Context: an optimization exercise on an open-source flow, tuned for a short achievable clock period and few clock cycles. The choices shown serve that exercise and are no tape-out recipe. Function was checked by simulation only, so behaviour that the tests miss may differ from the original. Power and IR drop assume default switching activity.

**flow/design.v**
```verilog
`timescale 1ns / 1ps
`timescale 1ns / 1ps
`default_nettype none
 `timescale 1ns / 1ps
module IBusOccur(
	input wire [31:0] instruc,
	output wire [15:0] IBus
    );
	assign IBus[0] = (instruc[31:26] == 6'b000000) && (instruc[5: 0] == 6'b100001);
	assign IBus[1] = (instruc[31:26] == 6'b000000) && (instruc[5: 0] == 6'b100011);
	assign IBus[2]   = (instruc[31:26] == 6'b000000) && (instruc[5: 0] == 6'b001000);
	assign IBus[13] = (instruc[31:26] == 6'b000000) && (instruc[5: 0] == 6'b001001);
	assign IBus[14] = (instruc[31:26] == 6'b001000);
	assign IBus[4] = (instruc[31:26] == 6'b001101);
	assign IBus[3] = (instruc[31:26] == 6'b001111);
	assign IBus[6]  = (instruc[31:26] == 6'b100011);
	assign IBus[10]  = (instruc[31:26] == 6'b100000);
	assign IBus[7]  = (instruc[31:26] == 6'b101011);
	assign IBus[11]  = (instruc[31:26] == 6'b101000);
	assign IBus[5] = (instruc[31:26] == 6'b000100);
	assign IBus[9] = (instruc[31:26] == 6'b000011);
	assign IBus[8]   = (instruc[31:26] == 6'b000010);
	assign IBus[12] = 1'b0;
	assign IBus[15] = 1'b0;
endmodule
`timescale 1ns / 1ps
`default_nettype none
 `timescale 1ns / 1ps
module Controller(
	input wire [31:0] instruc,
	output wire [15:0] IBus,
	output wire isBranch,
	output wire immJump,
	output wire regJump,
	output wire [1:0] RegDst,
	output wire ExtOp,
	output wire [1:0] AluCtrl,
	output wire AluSrc,
	output wire MemWrite,
	output wire isByte,
	output wire [1:0] MemtoReg,
	output wire BExtOp,
	output wire PassAPC
    );
	reg addu, subu, jr, jalr,
		 ori, lui, lw, sw, lb, sb, beq, addi,
		 j, jal, nop;
	wire [5:0] OpCode = instruc[31:26];
	wire [5:0] Func   = instruc[5: 0];
	assign IBus[0] = (instruc[31:26] == 6'b000000) && (instruc[5: 0] == 6'b100001);
	assign IBus[1] = (instruc[31:26] == 6'b000000) && (instruc[5: 0] == 6'b100011);
	assign IBus[2]   = (instruc[31:26] == 6'b000000) && (instruc[5: 0] == 6'b001000);
	assign IBus[13] = (instruc[31:26] == 6'b000000) && (instruc[5: 0] == 6'b001001);
	assign IBus[14] = (instruc[31:26] == 6'b001000);
	assign IBus[4] = (instruc[31:26] == 6'b001101);
	assign IBus[3] = (instruc[31:26] == 6'b001111);
	assign IBus[6]  = (instruc[31:26] == 6'b100011);
	assign IBus[10]  = (instruc[31:26] == 6'b100000);
	assign IBus[7]  = (instruc[31:26] == 6'b101011);
	assign IBus[11]  = (instruc[31:26] == 6'b101000);
	assign IBus[5] = (instruc[31:26] == 6'b000100);
	assign IBus[9] = (instruc[31:26] == 6'b000011);
	assign IBus[8]   = (instruc[31:26] == 6'b000010);
	assign IBus[12] = 1'b0;
	assign IBus[15] = 1'b0;
	always @(*) begin
		addu = (OpCode == 6'b000000) && (Func == 6'b100001);
		subu = (OpCode == 6'b000000) && (Func == 6'b100011);
		jr   = (OpCode == 6'b000000) && (Func == 6'b001000);
		jalr = (OpCode == 6'b000000) && (Func == 6'b001001);
		addi = (OpCode == 6'b001000);
		ori = (OpCode == 6'b001101);
		lui = (OpCode == 6'b001111);
		lw  = (OpCode == 6'b100011);
		lb  = (OpCode == 6'b100000);
		sw  = (OpCode == 6'b101011);
		sb  = (OpCode == 6'b101000);
		beq = (OpCode == 6'b000100);
		jal = (OpCode == 6'b000011);
		j   = (OpCode == 6'b000010);		
	end
	assign isBranch = beq;
	assign immJump = jal || j;
	assign regJump = jr || jalr;
	assign RegDst = {addu || subu || jalr || jal, addi || ori || lui || lw || lb || jal};
	assign ExtOp = lw || lb || sw || sb || beq || addi; 
	assign AluCtrl = {ori || lui, subu || lui}; 
	assign AluSrc =  ori || lb || lw || sw || sb || lui || addi;
	assign MemWrite = sb || sw;
	assign isByte = lb || sb;
	assign MemtoReg = {jal || jalr || lb, jalr || jal || addu || subu || ori || lui || addi};
	assign BExtOp = lb;
	assign PassAPC = jal || jalr;
endmodule
`timescale 1ns / 1ps
`default_nettype none
 `timescale 1ns / 1ps
module CMP(
	input wire [15:0] IBus,
	input wire [31:0] A, B,
	output  wire cmpTrue
    );
	reg reg_cmpTrue;
	assign cmpTrue = reg_cmpTrue;
	always @(*)begin
		case(1'b1)
			IBus[5]: begin
				if(A == B)
					reg_cmpTrue = 1;
				else
					reg_cmpTrue = 0;
			end
			default:
				reg_cmpTrue = 0;
		endcase
	end
endmodule
`timescale 1ns / 1ps
`default_nettype none
module NPC(
	input wire branchJump,
	input wire immJump,
	input wire regJump,
	input wire [31:0] regValue,
	input wire [15:0] imm16,
	input wire [25:0] imm26,
	input wire [31:0] PC,
	output wire [31:0] NPC
    );
	reg [31:0] reg_NPC;
	wire [31:0] APC = PC + 4;
	wire [31:0] BPC = PC + ({{16{imm16[15]}}, imm16} << 2); 
	wire [31:0] IPC = {APC[31:28], imm26, 2'b00};		 
	wire [31:0] RPC = regValue;
	always @(*) begin
		if(branchJump == 1)
			reg_NPC = BPC;
		else if(immJump == 1)
			reg_NPC = IPC;
		else if(regJump == 1)
			reg_NPC = RPC;
		else
			reg_NPC = APC;
	end
	assign NPC = reg_NPC;
endmodule
`timescale 1ns / 1ps
`default_nettype none
module IF(
	input wire clk,
	input wire reset,
	input wire [31:0] F_NPC,
	input wire stall,
	input wire [31:0] imem_data,	 
	output reg [31:0] F_instruc,
	output wire [31:0] F_N_PC,
	output reg [31:0] FD_PC
    );
	reg [31:0] PC;
	assign F_N_PC = PC;
	always @(posedge clk)begin
		if(reset) begin
			PC <= 32'h00003000;
			F_instruc <= 0;
			FD_PC <= 0;
		end	
		else begin
			if(stall != 1) begin			 
				F_instruc <= imem_data;
				PC <= F_NPC;
				FD_PC <= F_N_PC;
			end
		end
	end
endmodule
`timescale 1ns / 1ps
`default_nettype none
 `timescale 1ns / 1ps
module ID(
	input wire clk,
	input wire reset,
	input wire [31:0] D_instruc,
	input wire [4:0] D_WRA,
	input wire [31:0] D_WRD,
	input wire PassSrcRD1, PassSrcRD2, 
	input wire [31:0] D_PC,
	input wire [31:0] D_PCWhenWrite,
	input wire [31:0] D_M_Pass,	 
	input wire stall,
	output wire [15: 0] D_imm16, 
	output wire [25: 0] D_imm26, 
	output wire [31:0] D_RD1,	 
	output wire branchJump, immJump, regJump,  
	output reg [31:0] DE_RD1,
	output reg [31:0] DE_RD2,
	output reg [31:0] DE_instruc,
	output reg [4:0] DE_WRA,
	output reg [31:0] DE_Ext,
	output reg [31:0] DE_PC,
	output wire [4:0] D_rs,	 
	output wire [4:0] D_rt	 
    );
	reg [31:0] GRF [31:0];
	parameter ra = 5'd31;
	wire [15:0] IBus;
	wire [31:0] GRF_RD1 = (D_WRA != 0 && D_WRA == D_instruc[25:21]) ? D_WRD : GRF[D_instruc[25:21]];
	wire [31:0] GRF_RD2 = (D_WRA != 0 && D_WRA == D_instruc[20:16]) ? D_WRD : GRF[D_instruc[20:16]];
	wire isBranch;
	wire cmpTrue;
	wire ExtOp;
	wire [1:0] RegDst;
	wire [31:0] RD1, RD2;
	Controller Con_D(.instruc(D_instruc), 
					 .IBus(IBus),
					 .ExtOp(ExtOp),
					 .RegDst(RegDst),
					 .isBranch(isBranch),
					 .immJump(immJump),
					 .regJump(regJump));
	CMP cmp(.IBus(IBus), .A(RD1), .B(RD2), .cmpTrue(cmpTrue));
	integer i;
	assign D_imm16 = D_instruc[15: 0];
	assign D_imm26 = D_instruc[25: 0];
	assign D_RD1 = RD1;
	assign RD1 = (PassSrcRD1 == 1) ? D_M_Pass : GRF_RD1;
	assign RD2 = (PassSrcRD2 == 1) ? D_M_Pass : GRF_RD2;
	assign branchJump = cmpTrue && isBranch;
	assign D_rs = D_instruc[25:21];
	assign D_rt = D_instruc[20:16];
	always @(posedge clk) begin	 
		if(reset) begin
			for(i=0; i<32; i = i+1)begin
				GRF[i] <= 0;
			end
		end
		else if(D_WRA != 0) begin
				GRF[D_WRA] <= D_WRD;
		end
	end
	always @(posedge clk) begin
		if(reset)begin			 
			DE_RD1 <= 0;
			DE_RD2 <= 0;
			DE_instruc <= 0;
			DE_WRA <= 0;
			DE_Ext <= 0;
			DE_PC <= 0;
		end
		else if(stall) begin	 
			DE_RD1 <= 0;
			DE_RD2 <= 0;
			DE_instruc <= 0;
			DE_WRA <= 0;
			DE_Ext <= 0;
			DE_PC <= 0;
		end
		else begin
			case(RegDst)
				2'b00:	DE_WRA <= 0;
				2'b01:	DE_WRA <= D_instruc[20:16];
				2'b10:	DE_WRA <= D_instruc[15:11];
				2'b11:	DE_WRA <= ra;
				default:	DE_WRA <= 5'bx;
			endcase
			case(ExtOp)
				1'b0:	DE_Ext <= {16'b0, D_instruc[15: 0]};	 
				1'b1:	DE_Ext <= {{16{D_instruc[15]}}, D_instruc[15: 0]}; 
			endcase
			DE_RD1 <= RD1;
			DE_RD2 <= RD2;
			DE_instruc <= D_instruc;
			DE_PC <= D_PC;
		end
	end
endmodule
`timescale 1ns / 1ps
`default_nettype none
 `timescale 1ns / 1ps
module EX(
	input wire clk,
	input wire reset,
	input wire [31:0] E_instruc,
	input wire [31:0] E_PC,
	input wire [31:0] E_RD1,
	input wire [31:0] E_RD2,
	input wire [4:0]  E_WRA,
	input wire [31:0] E_Ext,
	input wire [31:0] E_M_Pass,
	input wire [31:0] E_W_WRD,
	input wire [1:0] PassSrcA,
	input wire [1:0] PassSrcB,
	output reg [31:0] EM_instruc,
	output reg [31:0] EM_AluRe,
	output reg [31:0] EM_WTDM,
	output reg [4:0]  EM_WRA,
	output reg [31:0] EM_PC,
	output wire [4:0] E_rs,
	output wire [4:0] E_rt
    );
	wire [1:0] AluCtrl;
	wire [31:0] AluResult;
	wire AluSrc;
	wire [31:0] A, B;
	Controller Con_E(.instruc(E_instruc),
					 .AluCtrl(AluCtrl),
					 .AluSrc(AluSrc));
	assign E_rs = E_instruc[25:21];
	assign E_rt = E_instruc[20:16];
	assign A = (PassSrcA == 2'b00) ? E_RD1 :
			   (PassSrcA == 2'b01) ? E_M_Pass :
			   (PassSrcA == 2'b10) ? E_W_WRD : 0;
	assign B = (AluSrc == 1) ? E_Ext :
			   (PassSrcB == 2'b00) ? E_RD2 :
			   (PassSrcB == 2'b01) ? E_M_Pass :
			   (PassSrcB == 2'b10) ? E_W_WRD : 0;
	assign AluResult = (AluCtrl == 2'b00) ? A + B :
					   (AluCtrl == 2'b01) ? A - B :
					   (AluCtrl == 2'b10) ? A | B :
					   (AluCtrl == 2'b11) ? {B[15:0], 16'b0} : 0;
	always @(posedge clk)begin
		if(reset) begin
		EM_instruc <= 0;
		EM_AluRe <= 0;
		EM_WTDM <= 0;
		EM_WRA <= 0;
		EM_PC <= 0;
		end
		else begin
		EM_instruc <= E_instruc;
		EM_AluRe <= AluResult;
		EM_WTDM <= (PassSrcB == 2'b00) ? E_RD2 :
				   (PassSrcB == 2'b01) ? E_M_Pass :
				   (PassSrcB == 2'b10) ? E_W_WRD : 0;
		EM_WRA <= E_WRA;
		EM_PC <= E_PC;
		end
	end
endmodule
`timescale 1ns / 1ps
`default_nettype none
 `timescale 1ns / 1ps
module MEM(
	input wire clk,
	input wire reset,
	input wire [31:0] M_instruc,
	input wire [31:0] M_PC,
	input wire [31:0] M_AluRe,
	input wire [31:0] M_WTDM,
	input wire [4:0] M_WRA,
	input wire [31:0] M_W_WTDM,
	input wire M_PassSrc,
	input wire [31:0] dmem_rdata,	 
	output reg [31:0] MW_DM,
	output reg [31:0] MW_AluRe,
	output reg [4:0] MW_WRA,
	output reg [31:0] MW_instruc,
	output reg [31:0] MW_PC,
	output wire [31:0] M_Pass,
	output wire [4:0] M_H_WRA,
	output wire [4:0] M_rt,
	output wire [31:0] dmem_addr,
	output wire [3:0] dmem_we,
	output wire [31:0] dmem_wdata
    );
	wire [31:0] Addr = M_AluRe;
	wire MemWrite;
	wire [31:0] WD;
	wire isByte;
	wire PassAPC;
	reg [7:0] RByte;
	Controller Con_M(.instruc(M_instruc),
					 .MemWrite(MemWrite),
					 .isByte(isByte),
					 .PassAPC(PassAPC));
	assign WD = (M_PassSrc == 0) ? M_WTDM : M_W_WTDM;
	assign M_rt = M_instruc[20:16];
	assign M_H_WRA = M_WRA;
	assign M_Pass = (PassAPC == 1) ? (M_PC + 8) : M_AluRe;
	assign dmem_addr = Addr;
	assign dmem_we = (MemWrite == 0) ? 4'b0000 :
					 (isByte == 0)   ? 4'b1111 : (4'b0001 << Addr[1:0]);
	assign dmem_wdata = (isByte == 0) ? WD : {4{WD[7:0]}};
	always @(*) begin
		case(Addr[1:0])
			2'b00:	RByte = dmem_rdata[7:0];
			2'b01:	RByte = dmem_rdata[15:8];
			2'b10:	RByte = dmem_rdata[23:16];
			default:	RByte = dmem_rdata[31:24];
		endcase
	end
	always @(posedge clk)begin
		if(reset) begin
			MW_DM <= 0;
			MW_AluRe <= 0;
			MW_WRA <= 0;
			MW_instruc <= 0;
			MW_PC <= 0;
		end
		else begin
		MW_DM <= (isByte == 0) ? dmem_rdata : {24'b0, RByte};
		MW_AluRe <= M_AluRe;
		MW_WRA <= M_WRA;
		MW_instruc <= M_instruc;
		MW_PC <= M_PC;
		end
	end
endmodule
`timescale 1ns / 1ps
`default_nettype none
 `timescale 1ns / 1ps
module WB(
	input wire [31:0] W_instruc,
	input wire [31:0] W_PC,
	input wire [31:0] W_DM,
	input wire [31:0] W_AluRe,
	input wire [4:0] W_WRA,
	output wire [4:0] WD_WRA,
	output wire [31:0] WD_WRD,
	output wire [31:0] WD_PCWhenWrite
    );
	wire [1:0] MemtoReg;
	wire [31:0] ByteExt;
	wire BExtOp;
	Controller Con_W(.instruc(W_instruc),
					 .BExtOp(BExtOp),
					 .MemtoReg(MemtoReg));
	assign ByteExt = (BExtOp == 0) ? {24'b0, W_DM[7:0]} : {{24{W_DM[7]}}, W_DM[7:0]};
	assign WD_WRA = W_WRA;
	assign WD_WRD = (MemtoReg == 2'b00) ? W_DM : 
					(MemtoReg == 2'b01) ? W_AluRe :
					(MemtoReg == 2'b10) ? ByteExt :
					(MemtoReg == 2'b11) ? (W_PC + 8) : 0;
	assign WD_PCWhenWrite = W_PC;
endmodule
`timescale 1ns / 1ps
`default_nettype none
 `timescale 1ns / 1ps
module Hazard_Unit(
	input wire clk, 
	input wire reset,
	input wire [15:0] DIBus,
	input wire [15:0] EIBus,
	input wire [15:0] MIBus,
	input wire [4:0] D_rs, D_rt,
	input wire [4:0] E_rs, E_rt, E_WRA,
	input wire [4:0] M_rt, M_WRA,
	input wire [4:0] W_WRA,
	output wire stall,
	output wire PassSrcRD1_D, PassSrcRD2_D,
	output wire [1:0] PassSrcA_E, PassSrcB_E,
	output wire PassSrc_M
    );
	reg [1:0] reg_TnewM;
	wire [1:0] TnewE, TnewM, Tuse_rs, Tuse_rt;
	wire stall_rs, stall_rs_E, stall_rs_M;
	wire stall_rt, stall_rt_E, stall_rt_M;
	assign TnewE = (EIBus[2] || EIBus[7] || EIBus[11] ||
					EIBus[5] || EIBus[8]) ? 0 :
					(EIBus[0] || EIBus[1] ||
					EIBus[14] || EIBus[4] || EIBus[3] || EIBus[13] || EIBus[9]) ? 1 :
					(EIBus[6] || EIBus[10])  ? 2 : 0;
	assign TnewM = reg_TnewM;
	always @(posedge clk)	reg_TnewM <= reset ? 2'd0 : (TnewE == 0) ? 0 : (TnewE - 1);
	assign Tuse_rs = (DIBus[2] || DIBus[5] || DIBus[13]) ? 0 :
					 (DIBus[8] || DIBus[9])					 ? 3 : 1;
	assign Tuse_rt = (DIBus[5]) ? 0 :
					 (DIBus[0] || DIBus[1]) ? 1 :
					 (DIBus[7] || DIBus[11]) ? 2 : 3;
	assign stall_rs_E = (D_rs != 0) && (TnewE > Tuse_rs) && D_rs == E_WRA;
	assign stall_rs_M = (D_rs != 0) && (TnewM > Tuse_rs) && D_rs == M_WRA;
	assign stall_rt_E = (D_rt != 0) && (TnewE > Tuse_rt) && D_rt == E_WRA;
	assign stall_rt_M = (D_rt != 0) && (TnewM > Tuse_rt) && D_rt == M_WRA;
	assign stall_rs = stall_rs_E || stall_rs_M;
	assign stall_rt = stall_rt_E || stall_rt_M;
	assign stall = stall_rs || stall_rt;
	assign PassSrcRD1_D = (D_rs != 0) && (D_rs == M_WRA);
	assign PassSrcRD2_D = (D_rt != 0) && (D_rt == M_WRA);
	assign PassSrcA_E = (E_rs != 0) && (E_rs == M_WRA) ? 2'b01 :
						(E_rs != 0) && (E_rs == W_WRA) ? 2'b10 : 2'b00;
	assign PassSrcB_E = (E_rt != 0) && (E_rt == M_WRA) ? 2'b01 :
						(E_rt != 0) && (E_rt == W_WRA) ? 2'b10 : 2'b00;
	assign PassSrc_M = (M_rt != 0) && (M_rt == W_WRA) ? 1 : 0;
endmodule
`timescale 1ns / 1ps
`default_nettype none
 `timescale 1ns / 1ps
module mips(
	input wire clk,
	input wire reset,
	output wire [31:0] imem_addr,
	input wire [31:0] imem_data,
	output wire [31:0] dmem_addr,
	output wire [3:0] dmem_we,
	output wire [31:0] dmem_wdata,
	input wire [31:0] dmem_rdata,
	output wire rf_we,
	output wire [4:0] rf_waddr,
	output wire [31:0] rf_wdata
    );
	wire [31:0] FD_instruc;
	wire [31:0] PC;
	wire [31:0] NPC_out, FD_PC;
	wire stall;
	IF F(.clk(clk), .reset(reset),
		 .F_NPC(NPC_out),
		 .stall(stall),
		 .imem_data(imem_data),
		 .F_instruc(FD_instruc),
		 .F_N_PC(PC),
		 .FD_PC(FD_PC));
	wire [31:0] WD_WRD, WD_PCWhenWrite;
	wire [4:0] WD_WRA;
	wire PassSrcRD1, PassSrcRD2;
	wire [15:0] D_N_imm16;
	wire [25:0] D_N_imm26;
	wire [31:0] D_N_RD1;
	wire branchJump, immJump, regJump;
	wire [31:0] DE_RD1, DE_RD2, DE_instruc, DE_Ext, DE_PC;
	wire [4:0] DE_WRA;
	wire [4:0] D_rs, D_rt;
	wire [31:0] M_Pass;
	ID id(.clk(clk), .reset(reset),
		  .D_instruc(FD_instruc), .D_WRA(WD_WRA), .D_WRD(WD_WRD), .D_PC(FD_PC), .D_PCWhenWrite(WD_PCWhenWrite),
		  .PassSrcRD1(PassSrcRD1), .PassSrcRD2(PassSrcRD2), .D_M_Pass(M_Pass), .stall(stall),
		  .D_imm16(D_N_imm16), .D_imm26(D_N_imm26), .D_RD1(D_N_RD1), .branchJump(branchJump), .immJump(immJump), .regJump(regJump),
		  .DE_RD1(DE_RD1), .DE_RD2(DE_RD2), .DE_instruc(DE_instruc), .DE_WRA(DE_WRA), .DE_Ext(DE_Ext), .DE_PC(DE_PC),
		  .D_rs(D_rs), .D_rt(D_rt));
	NPC npc(.branchJump(branchJump), .immJump(immJump), .regJump(regJump),
			.regValue(D_N_RD1), .imm16(D_N_imm16), .imm26(D_N_imm26), .PC(PC),
			.NPC(NPC_out));
	wire [31:0] W_E_WRD;
	wire [31:0] EM_instruc, EM_AluRe, EM_WTDM;
	wire [4:0] EM_WRA;
	wire [31:0] EM_PC;
	wire [4:0] E_rs, E_rt;
	wire [1:0] PassSrcA, PassSrcB;
	EX ex(.clk(clk), .reset(reset),
		  .E_instruc(DE_instruc), .E_PC(DE_PC), .E_RD1(DE_RD1), .E_RD2(DE_RD2), .E_WRA(DE_WRA), .E_Ext(DE_Ext),
		  .E_M_Pass(M_Pass), .E_W_WRD(W_E_WRD), .PassSrcA(PassSrcA), .PassSrcB(PassSrcB),
		  .EM_instruc(EM_instruc), .EM_AluRe(EM_AluRe), .EM_WTDM(EM_WTDM), .EM_WRA(EM_WRA), .EM_PC(EM_PC),
		  .E_rs(E_rs), .E_rt(E_rt));
	wire [31:0] W_M_WTDM;
	wire PassSrc;
	wire [31:0] MW_DM, MW_AluRe, MW_instruc, MW_PC;
	wire [4:0] MW_WRA;
	wire [4:0] M_H_WRA, M_rt;
	MEM mem(.clk(clk), .reset(reset), .dmem_rdata(dmem_rdata),
			.dmem_addr(dmem_addr), .dmem_we(dmem_we), .dmem_wdata(dmem_wdata),
			.M_instruc(EM_instruc), .M_PC(EM_PC), .M_AluRe(EM_AluRe), .M_WTDM(EM_WTDM), .M_WRA(EM_WRA),
			.M_W_WTDM(W_M_WTDM), .M_PassSrc(PassSrc),
			.MW_DM(MW_DM), .MW_AluRe(MW_AluRe), .MW_WRA(MW_WRA), .MW_instruc(MW_instruc), .MW_PC(MW_PC),
			.M_Pass(M_Pass), .M_H_WRA(M_H_WRA), .M_rt(M_rt));
	assign W_E_WRD = WD_WRD;
	assign W_M_WTDM = WD_WRD;
	WB wb(.W_instruc(MW_instruc), .W_PC(MW_PC), .W_DM(MW_DM), .W_AluRe(MW_AluRe), .W_WRA(MW_WRA),
		  .WD_WRA(WD_WRA), .WD_WRD(WD_WRD), .WD_PCWhenWrite(WD_PCWhenWrite));
	assign imem_addr = PC;
	assign rf_we = (WD_WRA != 0);
	assign rf_waddr = WD_WRA;
	assign rf_wdata = WD_WRD;
	wire [15:0] DIBus, EIBus, MIBus;
	IBusOccur DIBusOccur(.instruc(FD_instruc), .IBus(DIBus));
	IBusOccur EIBusOccur(.instruc(DE_instruc), .IBus(EIBus));
	IBusOccur MIBusOccur(.instruc(EM_instruc), .IBus(MIBus));
	Hazard_Unit HU(.clk(clk), .reset(reset),
				   .DIBus(DIBus), .EIBus(EIBus), .MIBus(MIBus),
				   .D_rs(D_rs), .D_rt(D_rt),
				   .E_rs(E_rs), .E_rt(E_rt), .E_WRA(DE_WRA),
				   .M_rt(M_rt), .M_WRA(M_H_WRA),
				   .W_WRA(MW_WRA),
				   .stall(stall), .PassSrcRD1_D(PassSrcRD1), .PassSrcRD2_D(PassSrcRD2), .PassSrcA_E(PassSrcA), .PassSrcB_E(PassSrcB), .PassSrc_M(PassSrc));
endmodule
```
**flow/run.sh**
```bash
#!/bin/bash
# synth_recipe.tcl (not shown) runs the flow's synth.tcl, then flattens the netlist and writes it again
# the make line also repeats each setting of config.mk as NAME=value (left out here)
make -C /OpenROAD-flow-scripts/flow DESIGN_CONFIG=/design/flow/config.mk WORK_HOME=/design/flow/orfs CLKGATE_MAP_FILE= SYNTH_SCRIPT=/design/flow/synth_recipe.tcl finish
```
**flow/config.mk**
```make
export PLATFORM = sky130hd
export DESIGN_NAME = mips
export DESIGN_NICKNAME = mips
export VERILOG_FILES = /design/flow/design.v
export SDC_FILE = /design/flow/constraint.sdc
export NUM_CORES = 4
export LEC_CHECK = 0
export CAP_MARGIN = 20
export CORE_MARGIN = 2
export CORE_UTILIZATION = 40
export SLEW_MARGIN = 20
```
**flow/constraint.sdc**
```tcl
create_clock -name core_clock -period 9.0 [get_ports {clk}]
set_input_delay 1.8000 -clock core_clock [delete_from_list [all_inputs] [get_ports {clk}]]
set_output_delay 1.8000 -clock core_clock [all_outputs]
set_load 0.01 [all_outputs]
```
==> run_results.csv <==
group,metric,value,unit
global_route,grt_max_degree,151,
clocking,postCtsSetupBuffers,0,
critical_path,crit_top_cell,"o21ai_0",
critical_path,r2r-end,"ex.EM_AluRe[30]$_SDFF_PP0_",
pwr,ir_drop,0.245,mV
place,placedInstanceArea,85800,µm²
global_route,grt_pass1_vias,61900,
logic_synthesis,ys_warn_count,8,
final_layout,synthToLayoutAreaGrowth,13.6,%
routing,post_drt_wl_per_cell,36.3,µm
logic_synthesis,async_reset_ff_share,0,%
sta,maxSlewViolCount,0,
floorplan,initial_core_util,40.3,%
clocking,cts_root_buf,"clkbuf_16",
clocking,cts_tree,"yes",
floorplan,core,200000,µm²
sta,tns,0,ns
global_route,grt_pass1_wl,499000,µm
final_layout,design_area,91600,µm²
sta,rsz0062_at_grt,"false",
routing,drtAntennaViolNets,0,
sta,setup_viol,0,
routing,met1_length,135000,µm
sta,hold_viol_final,0,
clocking,cts_buffers,171,
logic_synthesis,synth_xor_area_share,2.11,%
sta,worstMarginPinSlew,1.34,ns
place,gp_congestion,1.05,
final_layout,final_common_cell,"nor2_1",
critical_path,crit_path_end_kind,"output port",
final_layout,fill_cells,18200,
routing,wl,366000,µm
place,portBuffers,203,
final_layout,final-seq-area,40200,µm²
sta,period_needed,7.42,ns
final_layout,final_util,45.8,%
final_layout,multi_input_comb_area,37700,µm²
logic_synthesis,yosys.area_share.simple,15.2,%
global_route,grt_antenna_before_repair,34,
critical_path,worstPathArrival,5.62,ns
critical_path,rrSetupSlack,1.63,ns
logic_synthesis,synth-seq-area-share,49.9,%
sta,finalCritPeriodShare,82.5,%
routing,dr.pass1.iters,7,
min_path,holdPathStages,1,
critical_path,path_cells,"nor4_4, nand3_1, nand2_1, o21ai_0, a22oi_2, nor2_4, buf_4, nor2_1, a21oi_1, o21ai_0, clkdlybuf4s50_1",
place,place_inst,9742,
critical_path,cp-start-kind,"register",
clocking,h-tree-depth,4,
final_layout,fin_nets,7464,
clocking,clkLatencyLatePin,0.88,ns
critical_path,required,7.20,ns
clocking,clk_pin_slew,0.06,ns
floorplan,row_count,164,
routing,vias_per_cell,6.54,
routing,dr_wl_met3,50500,µm
logic_synthesis,synth_edf_count,1024,
logic_synthesis,synth_area,80600,µm²
critical_path,path_max_fanout,35,
logic_synthesis,syn_inst,7246,
pwr,total_power,22.3,mW
min_path,hold_path.class,"reg2reg",
min_path,min-delay-start,"F.FD_PC[2]$_SDFFE_PP0N_",
logic_synthesis,synthMuxAreaShare,16.5,%
pwr,p_leak,32.6,nW
sta,max_freq,135,MHz
final_layout,final_cell_mix,"nor2_1 (1332), edfxtp_1 (1024), dfxtp_1 (463), mux4_2 (441), nand2_1 (412)",
clocking,cts_resized,0,
global_route,grt_overflow_total,0,
routing,drc,0,
critical_path,reg2regPathDepth,25,
floorplan,die_h,453,µm
status,outcome,"timing/DRC/antenna clean",
final_layout,final_cells,10100,
place,dpl.hpwl,244000,µm
run,max_cap_viol_count,0,
logic_synthesis,synthFlopType,"edfxtp_1",
logic_synthesis,yosysUniqueCellTypes,110,
final_layout,drive_gt1_share,15.8,%
logic_synthesis,synth_compound_area_share,9.84,%
clocking,hold_buffers,0,
sta,relSlewSlack,9.97,%
critical_path,rr_startpoint,"mem.MW_instruc[26]$_SDFF_PP0_",
routing,vias,65900,
floorplan,io_pins,204,
min_path,hold_end,"id.DE_PC[2]$_SDFF_PP0_",
logic_synthesis,synth_top_family_by_area,"multiplexers",
pwr,p_per_area,244,nW/µm²
critical_path,cpMaxStageDelayCell,"nand2_1",
logic_synthesis,syn_area_per_cell,11.1,µm²
critical_path,slowest_delay,0.80,ns
logic_synthesis,synth_adder_area_share,2.17,%
sta,finalClockSkew,0.0647,ns
critical_path,critPathKind,"reg2out",
logic_synthesis,synth-seq-cells,1497,
clocking,clock-sinks,1497,
global_route,track_usage,34.8,%
floorplan,die-area,205000,µm²
routing,drtIter0Drc,11400,
floorplan,chipWidth,453,µm
clocking,cts.path.max_buffers,3,
routing,maxUsedRoutingLayer,"met5",
routing,wl_met2,151000,µm
[state kept, by name (all words and copies together) (netlist names), 32 cells and up, named ones only]
register	flops
id.GRF	1024
F.FD_PC	32
F.F_instruc	32
F.PC	32
ex.EM_AluRe	32
ex.EM_PC	32
ex.EM_WTDM	32
id.DE_PC	32
id.DE_RD1	32
id.DE_RD2	32
id.DE_instruc	32
mem.MW_AluRe	32
mem.MW_DM	32
mem.MW_PC	32
[worst max path at each step]
stage / slack [ns] / end / startpoint / cells after the start
2_1_floorplan: 3.66 / ex.EM_AluRe[30]$_SDFF_PP0_ / mem.MW_instruc[28]$_SDFF_PP0_ / 26
3_3_place_gp: 2.03 / ex.EM_AluRe[30]$_SDFF_PP0_ / mem.MW_instruc[26]$_SDFF_PP0_ / 25
3_5_place_dp: 1.79 / ex.EM_AluRe[30]$_SDFF_PP0_ / mem.MW_instruc[26]$_SDFF_PP0_ / 25
4_1_cts: 1.62 / dmem_wdata[23] / mem.MW_instruc[26]$_SDFF_PP0_ / 11
5_1_grt: 1.10 / ex.EM_AluRe[30]$_SDFF_PP0_ / mem.MW_instruc[26]$_SDFF_PP0_ / 25
6_report: 1.58 / dmem_wdata[23] / mem.MW_instruc[26]$_SDFF_PP0_ / 11
[metal layers]
metal	vias to the layer above	global-route usage, %
met5	-	0
met4	32	22.6
met3	1239	11.3
met2	5174	49.0
met1	32800	45.9
li1	26600	-
[where the power goes]
| part | leakage, nW | internal (mW) | switching [mW] |
|---|---|---|---|
| Sequential | 14.4 | 7.80 | 0.626 |
| Clock | 2.81 | 4.11 | 3.15 |
| Combinational | 15.4 | 2.33 | 4.31 |
| Total | 32.6 | 14.2 | 8.09 |
[synthesized netlist by cell type, drive strengths merged, types with 11 or more instances]
cell type  number  area, µm²
nor2         1345       5060
inv           147        552
nor4           55        397
a21o           44        330
or3            18        113
mux2i         311       3120
ha            135       1690
a21oi         357       1790
xor2           79        692
a2111oi        28        284
mux4          441       9930
a221oi         40        417
a22o           14        123
o21ai         174        878
a221o          23        230
o21bai         36        270
and2          143        895
a31oi          38        244
buf           213       1280
o21a           11       82.6
nor3b          14        105
o211ai         22        165
o221ai         21        184
dfxtp         473       9470
clkbuf        418       1570
nor2b         212       1330
nand4          42        269
nand3         124        621
a22oi         124        936
xnor2         115       1010
or4            16        120
o31ai          17        133
a211o          12        105
or2            16        100
o22ai          50        313
mux2           23        259
edfxtp       1024      30700
a211oi         67        513
nand2b         63        394
and3           48        300
nand2         448       1690
a311oi         13        120
nor3          110        618
[cells by family (layout without fill, tap and decap cells)]
group                      Yosys count  in the layout
and+or+nand+nor                   2686           2686
AOI/OAI and AO/OA                 1176           1176
DFF                               1497           1497
adders and majority gates          138            138
muxes                              775            775
xor gates and xnor gates           194            194
other                                1             48
buffers and inverters              779            904
[per-stage QoR]
step	setup slack (ns)	hold WS, ns
6_report	1.58	0.424
5_1_grt	1.10	0.442
4_1_cts	1.62	0.435
3_5_place_dp	1.79	0.423
3_3_place_gp	2.03	0.420
2_1_floorplan	3.66	0.414
[worst max-delay path: cells and delay by family, from the launching register on]
kind                   cells  cell delay (ns)
and+or+nand+nor            5             2.04
AOI/OAI and AO/OA          4             1.45
DFF                        1             0.35
buffers and inverters      2             0.92
[final cells by class]
cell class              count  area share (%)
flip-flops and latches   1497            43.9
multi-input cells        5001            41.1
clock buffers             218            5.14
repair buffers            441            4.36
well taps                2656            3.63
clock inverters            97            1.14
inverters                 148           0.606
diodes                     16          0.0437
Testbench counts, summed over its fixed seeds: cycles 250,210.

-- what the ideal ports hide --
How much do the figures lean on ideal ports? The routed layout below was timed once more, with nothing changed but the port constraints. Step 1 assumes that a clkbuf_16 drives the clock port and a buf_2 every other input. Step 2 also shifts input and output timing later by t, the mid clock arrival at the registers, as if the neighbouring blocks saw the same clock. Slacks: ideal ports / drivers / drivers and shift; pairs: ideal ports / drivers.
t, ns: 0.936
setup slack, ns: 1.578 / 1.486 / 1.631
hold WS [ns]: 0.424 / 0.424 / 0.424
worst setup path at the end: register to register
After both steps this run still meets setup and hold. The setup slack of this run moves by -0.092 ns with the drivers and by +0.053 ns with both steps.
